What follows belongs to an exercise in optimizing a design on an open flow for small area, a short achievable clock period and few clock cycles; a production flow would make more cautious choices.
In this exercise RTL edits were held to simulation tests only and were not proved equivalent to the original.
Power is estimated from default activity; no workload was simulated.

old:
==> flow/design.v <==
`timescale 1ns / 1ps
module sync_fifo (
	input				Clk,
	input				Rst,
	output reg			InBus_Rdy,
	input				InBus_Val,
	input				InBus_Eop,
	input [7:0]			InBus_Mod,
	input [63:0]		InBus_Dat,
	output				wr,
	input [2:0]			free,		 
	output reg [63:0]	slot0,
	output reg [63:0]	slot1,
	output reg [63:0]	slot2,
	output reg [2:0]	eop,		 
	output reg [8:0]	last,		 
	output reg [2:0]	val,
	output reg [2:0]	wp			 
);
assign wr = InBus_Val && InBus_Rdy;
wire [2:0]	wsel     = wr ? wp : 3'b000;
wire [2:0]	load     = InBus_Rdy ? wp : 3'b000;
wire [2:0]	val_next = (val & ~free) | wsel;
wire [2:0]	wp_next  = wr ? {wp[1:0], wp[2]} : wp;
wire [2:0]	last_in  = InBus_Mod[2:0] - 3'd1;	 
always @(posedge Clk)
begin
	if (load[0]) begin slot0 <= InBus_Dat; eop[0] <= InBus_Eop; last[2:0] <= last_in; end
	if (load[1]) begin slot1 <= InBus_Dat; eop[1] <= InBus_Eop; last[5:3] <= last_in; end
	if (load[2]) begin slot2 <= InBus_Dat; eop[2] <= InBus_Eop; last[8:6] <= last_in; end
end
always @(posedge Clk)
begin
	if (Rst)
	begin
		val			<= 3'b000;
		wp			<= 3'b001;
		InBus_Rdy	<= 1'b1;
	end
	else
	begin
		val			<= val_next;
		wp			<= wp_next;
		InBus_Rdy	<= ~|(val_next & wp_next);
	end
end
endmodule
`timescale 1ns / 1ps
module receive_packet (
	input				Rst,
	input				Clk,
	input				wr,
	input				InBus_Sop,
	input				InBus_Eop,
	input [7:0]			InBus_Mod,
	input [15:0]		InBus_Len,
	output reg			InBus_Error
);
reg [15:0]	beat_length;	 
wire		mod_bad = InBus_Eop ? (InBus_Mod > 8'd8) : (InBus_Mod != 8'd0);
wire [3:0]	beat_bytes = (InBus_Mod[3:0] == 4'd0) ? 4'd8 : InBus_Mod[3:0];
wire [15:0]	rest_length = beat_length - 16'd8;
wire [15:0]	cur_len = InBus_Sop ? InBus_Len : rest_length;
always @(posedge Clk)
begin
	if (wr)
		beat_length	<= cur_len;
end
always @(posedge Clk)
begin
	if (Rst)
		InBus_Error	<= 1'b0;
	else if (wr && (mod_bad || (InBus_Eop && (cur_len != {12'b0, beat_bytes}))))
		InBus_Error	<= 1'b1;
end
endmodule
`timescale 1ns / 1ps
module out_packet (	 
    input 						Rst,   
    input 						Clk,   
	input [63:0]				slot0,
	input [63:0]				slot1,
	input [63:0]				slot2,
	input [2:0]					eop,
	input [8:0]					last,
	input [2:0]					val,
	output [2:0]				free,
    output reg					OutBus_Val,   
    output reg					OutBus_Sop,   
    output reg					OutBus_Eop,   
    output reg [3:0]			OutBus_Mod,   
    output reg [63:0]			OutBus_Dat,   
    output reg [15:0] 			OutBus_PktLen,   
    output reg [7:0] 			OutBus_PktType   
    );
reg [2:0]		s;			 
reg [2:0]		a;			 
reg				insub;		 
reg [15:3]		rem;		 
reg				fit;		 
wire [2:0]		s1 = {s[1:0], s[2]};
wire [2:0]		s2 = {s[0], s[2:1]};
wire [63:0]		cur = ({64{s[0]}} & slot0) | ({64{s[1]}} & slot1) | ({64{s[2]}} & slot2);
wire [63:0]		nxt = ({64{s[2]}} & slot0) | ({64{s[0]}} & slot1) | ({64{s[1]}} & slot2);
wire			cur_val = |(s & val);
wire			nxt_val = |(s1 & val);
wire			cur_eop = |(s & eop);
wire			nxt_eop = |(s1 & eop);
wire [2:0]		cur_last = ({3{s[0]}} & last[2:0]) | ({3{s[1]}} & last[5:3]) | ({3{s[2]}} & last[8:6]);
wire [2:0]		nxt_last = ({3{s[2]}} & last[2:0]) | ({3{s[0]}} & last[5:3]) | ({3{s[1]}} & last[8:6]);
reg [63:0]		lane_mask;
always @*
begin
	case (a)
	3'd0: lane_mask = 64'hFFFF_FFFF_FFFF_FFFF;
	3'd1: lane_mask = 64'h00FF_FFFF_FFFF_FFFF;
	3'd2: lane_mask = 64'h0000_FFFF_FFFF_FFFF;
	3'd3: lane_mask = 64'h0000_00FF_FFFF_FFFF;
	3'd4: lane_mask = 64'h0000_0000_FFFF_FFFF;
	3'd5: lane_mask = 64'h0000_0000_00FF_FFFF;
	3'd6: lane_mask = 64'h0000_0000_0000_FFFF;
	default: lane_mask = 64'h0000_0000_0000_00FF;
	endcase
end
wire [63:0]		merged = (cur & lane_mask) | (nxt & ~lane_mask);
wire [127:0]	rot2   = {merged, merged} << {a, 3'b000};
wire [63:0]		beat   = rot2[127:64];
wire [15:0]		hdr_len  = beat[63:48];
wire [7:0]		hdr_type = beat[47:40];
reg [3:0]		hk;		 
reg				hle8;	 
integer			l;
always @*
begin
	hk   = 4'd0;
	hle8 = 1'b0;
	for (l = 0; l < 8; l = l + 1)
		if (a == l)
		begin
			if (cur[63-8*l -: 8] == 8'd0 &&
				((l < 7) ? (cur[55-8*l -: 8] <= 8'd8) : (nxt[63:56] <= 8'd8)))
			begin
				hle8 = 1'b1;
				hk   = (l < 7) ? cur[51-8*l -: 4] : nxt[59:56];
			end
			else
				hk   = 4'd8;
		end
end
wire			rle8  = (rem == 13'd1) || (rem == 13'd2 && OutBus_PktLen[2:0] == 3'd0);
wire [3:0]		rk    = rle8 ? {1'b0, OutBus_PktLen[2:0]} | {rem[4], 3'b000} : 4'd8;
wire			le8   = insub ? rle8 : hle8;
wire [3:0]		k     = insub ? rk : hk;
wire [3:0]		p     = {1'b0, a} + k;
wire			pge8  = (k >= 4'd8 - {1'b0, a});
wire			span  = (k > 4'd8 - {1'b0, a}) || (!insub && (a[2:1] == 2'b11));
wire			go    = cur_val && (nxt_val || fit);
wire [3:0]		k_cur = {1'b0, cur_last} + 4'd1 - {1'b0, a};
wire [3:0]		k_nxt = {1'b0, nxt_last} + 4'd9 - {1'b0, a};
wire			jump_cur = le8 && cur_eop && (k == k_cur);
wire			jump_nxt = le8 && nxt_eop && (k == k_nxt);
wire			jump  = jump_cur || jump_nxt;
wire [63:0]		keep  = ~(64'hFFFF_FFFF_FFFF_FFFF >> {k, 3'b000});
assign free = ({3{go && (pge8 || jump)}} & s) | ({3{go && jump_nxt}} & s1);
always @(posedge Clk)
begin
	OutBus_Sop		<= !insub;
	OutBus_Eop		<= le8;
	OutBus_Mod		<= k;
	OutBus_Dat		<= beat & keep;
	if (go && !insub)
	begin
		OutBus_PktLen	<= hdr_len;
		OutBus_PktType	<= hdr_type;
	end
	if (go)
		rem			<= insub ? rem - 13'd1 : hdr_len[15:3];
end
always @(posedge Clk)
begin
	if (Rst)
	begin
		s			<= 3'b001;
		a			<= 3'd3;
		insub		<= 1'b0;
		fit			<= 1'b0;
		OutBus_Val	<= 1'b0;
	end
	else
	begin
		OutBus_Val	<= go;
		fit			<= !go && cur_val && !span;
		if (go)
		begin
			insub	<= !le8;
			if (jump)
			begin
				s		<= jump_nxt ? s2 : s1;
				a		<= 3'd3;
			end
			else
			begin
				if (pge8)
					s	<= s1;
				a		<= p[2:0];
			end
		end
	end
end
endmodule
`timescale 1ns / 1ps
module packet_chopper
(
    input 					Rst,   
    input 					Clk,   
    output 					InBus_Rdy,   
    input 					InBus_Val,   
    input 					InBus_Sop,   
    input 					InBus_Eop,   
    input [7:0]				InBus_Mod,   
    input [63:0]			InBus_Dat,   
    output 					OutBus_Val,   
    output 					OutBus_Sop,   
    output 					OutBus_Eop,   
    output [3:0]			OutBus_Mod,   
    output [63:0]			OutBus_Dat,   
    output [15:0] 			OutBus_PktLen,   
    output [7:0] 			OutBus_PktType,   
    output 					Error				 
    );
wire [63:0]		slot0, slot1, slot2;
wire [2:0]		slot_val;
wire [2:0]		slot_eop;
wire [8:0]		slot_last;
wire [2:0]		slot_wp;
wire [2:0]		slot_free;
wire			wr;
sync_fifo ring_inst (
	.Clk		(Clk),
	.Rst		(Rst),
	.InBus_Rdy	(InBus_Rdy),
	.InBus_Val	(InBus_Val),
	.InBus_Eop	(InBus_Eop),
	.InBus_Mod	(InBus_Mod),
	.InBus_Dat	(InBus_Dat),
	.wr			(wr),
	.free		(slot_free),
	.slot0		(slot0),
	.slot1		(slot1),
	.slot2		(slot2),
	.eop		(slot_eop),
	.last		(slot_last),
	.val		(slot_val),
	.wp			(slot_wp)
);
receive_packet recv_packet_inst (
	.Rst		(Rst),
	.Clk		(Clk),
	.wr			(wr),
	.InBus_Sop	(InBus_Sop),
	.InBus_Eop	(InBus_Eop),
	.InBus_Mod	(InBus_Mod),
	.InBus_Len	(InBus_Dat[63:48]),
	.InBus_Error(Error)
);
out_packet out_packet_inst (
	.Rst			(Rst),
	.Clk			(Clk),
	.slot0			(slot0),
	.slot1			(slot1),
	.slot2			(slot2),
	.eop			(slot_eop),
	.last			(slot_last),
	.val			(slot_val),
	.free			(slot_free),
	.OutBus_Val		(OutBus_Val),
	.OutBus_Sop		(OutBus_Sop),
	.OutBus_Eop		(OutBus_Eop),
	.OutBus_Mod		(OutBus_Mod),
	.OutBus_Dat		(OutBus_Dat),
	.OutBus_PktLen	(OutBus_PktLen),
	.OutBus_PktType	(OutBus_PktType)
);
endmodule
export LEC_CHECK = 0
export ABC_AREA = 1
export CAP_MARGIN = 20
export CORE_MARGIN = 2
export CORE_UTILIZATION = 45
export PLACE_DENSITY = 0.65
export SLEW_MARGIN = 20
create_clock -name core_clock -period 10.0 [get_ports {Clk}]
standard.sh (not shown) runs the stock make flow with config.mk's settings and CLKGATE_MAP_FILE= SYNTH_SCRIPT=/design/flow/synth_recipe.tcl, a recipe that flattens the netlist after the stock synthesis.
==> flow/flow/run.sh <==
#!/bin/bash
# The standard layout with these changes:
#  - the port buffers are buf_1 cells rather than the delay buffers
#    buffer_ports picks by default.
# Each make run's full output goes to its own log file here.
set -euo pipefail
B="BUFFER_PORTS_ARGS=-buffer_cell sky130_fd_sc_hd__buf_1"
bash standard.sh SETUP_SLACK_MARGIN=6.5 "$B" cts > make_cts.log 2>&1
bash standard.sh SETUP_SLACK_MARGIN=0 "$B" finish > make_finish.log 2>&1
Testbench counts of old, summed over its fixed seeds: cycles 9,508.
Edits applied to the flow inputs when going from old to new:
--- a/flow/design.v
+++ b/flow/design.v
@@ -98,34 +98,43 @@
 reg				insub;		 
 reg [15:3]		rem;		 
 reg				fit;		 
 wire [2:0]		s1 = {s[1:0], s[2]};
 wire [2:0]		s2 = {s[0], s[2:1]};
 wire [63:0]		cur = ({64{s[0]}} & slot0) | ({64{s[1]}} & slot1) | ({64{s[2]}} & slot2);
-wire [63:0]		nxt = ({64{s[2]}} & slot0) | ({64{s[0]}} & slot1) | ({64{s[1]}} & slot2);
+wire [7:0]		nxt0 = ({8{s[2]}} & slot0[63:56]) | ({8{s[0]}} & slot1[63:56]) | ({8{s[1]}} & slot2[63:56]);
 wire			cur_val = |(s & val);
 wire			nxt_val = |(s1 & val);
 wire			cur_eop = |(s & eop);
 wire			nxt_eop = |(s1 & eop);
 wire [2:0]		cur_last = ({3{s[0]}} & last[2:0]) | ({3{s[1]}} & last[5:3]) | ({3{s[2]}} & last[8:6]);
 wire [2:0]		nxt_last = ({3{s[2]}} & last[2:0]) | ({3{s[0]}} & last[5:3]) | ({3{s[1]}} & last[8:6]);
-reg [63:0]		lane_mask;
+reg [7:0]		lane_ge;
 always @*
 begin
 	case (a)
-	3'd0: lane_mask = 64'hFFFF_FFFF_FFFF_FFFF;
-	3'd1: lane_mask = 64'h00FF_FFFF_FFFF_FFFF;
-	3'd2: lane_mask = 64'h0000_FFFF_FFFF_FFFF;
-	3'd3: lane_mask = 64'h0000_00FF_FFFF_FFFF;
-	3'd4: lane_mask = 64'h0000_0000_FFFF_FFFF;
-	3'd5: lane_mask = 64'h0000_0000_00FF_FFFF;
-	3'd6: lane_mask = 64'h0000_0000_0000_FFFF;
-	default: lane_mask = 64'h0000_0000_0000_00FF;
+	3'd0: lane_ge = 8'b1111_1111;
+	3'd1: lane_ge = 8'b0111_1111;
+	3'd2: lane_ge = 8'b0011_1111;
+	3'd3: lane_ge = 8'b0001_1111;
+	3'd4: lane_ge = 8'b0000_1111;
+	3'd5: lane_ge = 8'b0000_0111;
+	3'd6: lane_ge = 8'b0000_0011;
+	default: lane_ge = 8'b0000_0001;
 	endcase
 end
-wire [63:0]		merged = (cur & lane_mask) | (nxt & ~lane_mask);
+wire [7:0]		pick0 = ({8{s[0]}} & lane_ge) | ({8{s[2]}} & ~lane_ge);
+wire [7:0]		pick1 = ({8{s[1]}} & lane_ge) | ({8{s[0]}} & ~lane_ge);
+wire [7:0]		pick2 = ({8{s[2]}} & lane_ge) | ({8{s[1]}} & ~lane_ge);
+reg [63:0]		merged;
+integer			b;
+always @*
+	for (b = 0; b < 8; b = b + 1)
+		merged[63-8*b -: 8] = ({8{pick0[7-b]}} & slot0[63-8*b -: 8]) |
+							  ({8{pick1[7-b]}} & slot1[63-8*b -: 8]) |
+							  ({8{pick2[7-b]}} & slot2[63-8*b -: 8]);
 wire [127:0]	rot2   = {merged, merged} << {a, 3'b000};
 wire [63:0]		beat   = rot2[127:64];
 wire [15:0]		hdr_len  = beat[63:48];
 wire [7:0]		hdr_type = beat[47:40];
 reg [3:0]		hk;		 
 reg				hle8;	 
@@ -135,16 +144,16 @@
 	hk   = 4'd0;
 	hle8 = 1'b0;
 	for (l = 0; l < 8; l = l + 1)
 		if (a == l)
 		begin
 			if (cur[63-8*l -: 8] == 8'd0 &&
-				((l < 7) ? (cur[55-8*l -: 8] <= 8'd8) : (nxt[63:56] <= 8'd8)))
+				((l < 7) ? (cur[55-8*l -: 8] <= 8'd8) : (nxt0 <= 8'd8)))
 			begin
 				hle8 = 1'b1;
-				hk   = (l < 7) ? cur[51-8*l -: 4] : nxt[59:56];
+				hk   = (l < 7) ? cur[51-8*l -: 4] : nxt0[3:0];
 			end
 			else
 				hk   = 4'd8;
 		end
 end
 wire			rle8  = (rem == 13'd1) || (rem == 13'd2 && OutBus_PktLen[2:0] == 3'd0);
Findings:
- new against old; gate count after technology mapping is down by a few percent.
- Looking at final design area excluding fillers across both flows, new is the stronger of the two, with old trailing.
- From old to new the numbers moved as follows: non-clock buffer count went up, total number of placement rows shows a reduction of 1.4%.
- The summed negative setup slack over all endpoints was comparable across old and new.
- new and old ended up with roughly the same proportion of cell area spent on the clock network.
- Number of buffer and inverter instances along the worst setup path, old and new: higher on old
- The largest clock skew in the final design of new falls short of that of old by 0.017 ns.
- new vs old: global-route usage down in new
- Looking at power share of the combinational group across old and new, the one that comes out lower is new.
- Number of inverters outside the clock class in the layout is lower on old
Testbench counts of new, summed over its fixed seeds: cycles 9,508.

==> afterwards: timing with drivers on the ports <==
The results above use ideal ports. As a check the final layouts listed here were re-extracted and re-timed, cells and wires unchanged. Step 1 (the two cells are an assumption about what drives the block):
set clk [get_ports {Clk}]
set_driving_cell -lib_cell sky130_fd_sc_hd__clkbuf_16 $clk
set_driving_cell -lib_cell sky130_fd_sc_hd__buf_2 [delete_from_list [all_inputs] $clk]
Step 2 adds t to the input delays and takes it off the output delays; t is the mean of the earliest and latest rising clock arrival at the registers after step 1. Input paths then give back, and output paths get back, about the clock's delay inside the block. Three values: ideal, step 1, step 2; two values: the first two.
run	t (ns)	setup slack, ns	hold WS [ns]	worst setup path at the end	cell pins on the clock port's net
old	0.607	6.246 / 6.246 / 5.801	0.501 / 0.501 / 0.501	input to register	1
new	0.613	5.990 / 5.990 / 5.819	0.471 / 0.471 / 0.471	input to register	1
After both steps every run listed still meets setup and hold. For old, which loses most, drivers alone change the setup slack by 0.000 ns; drivers and shift together by -0.445 ns.
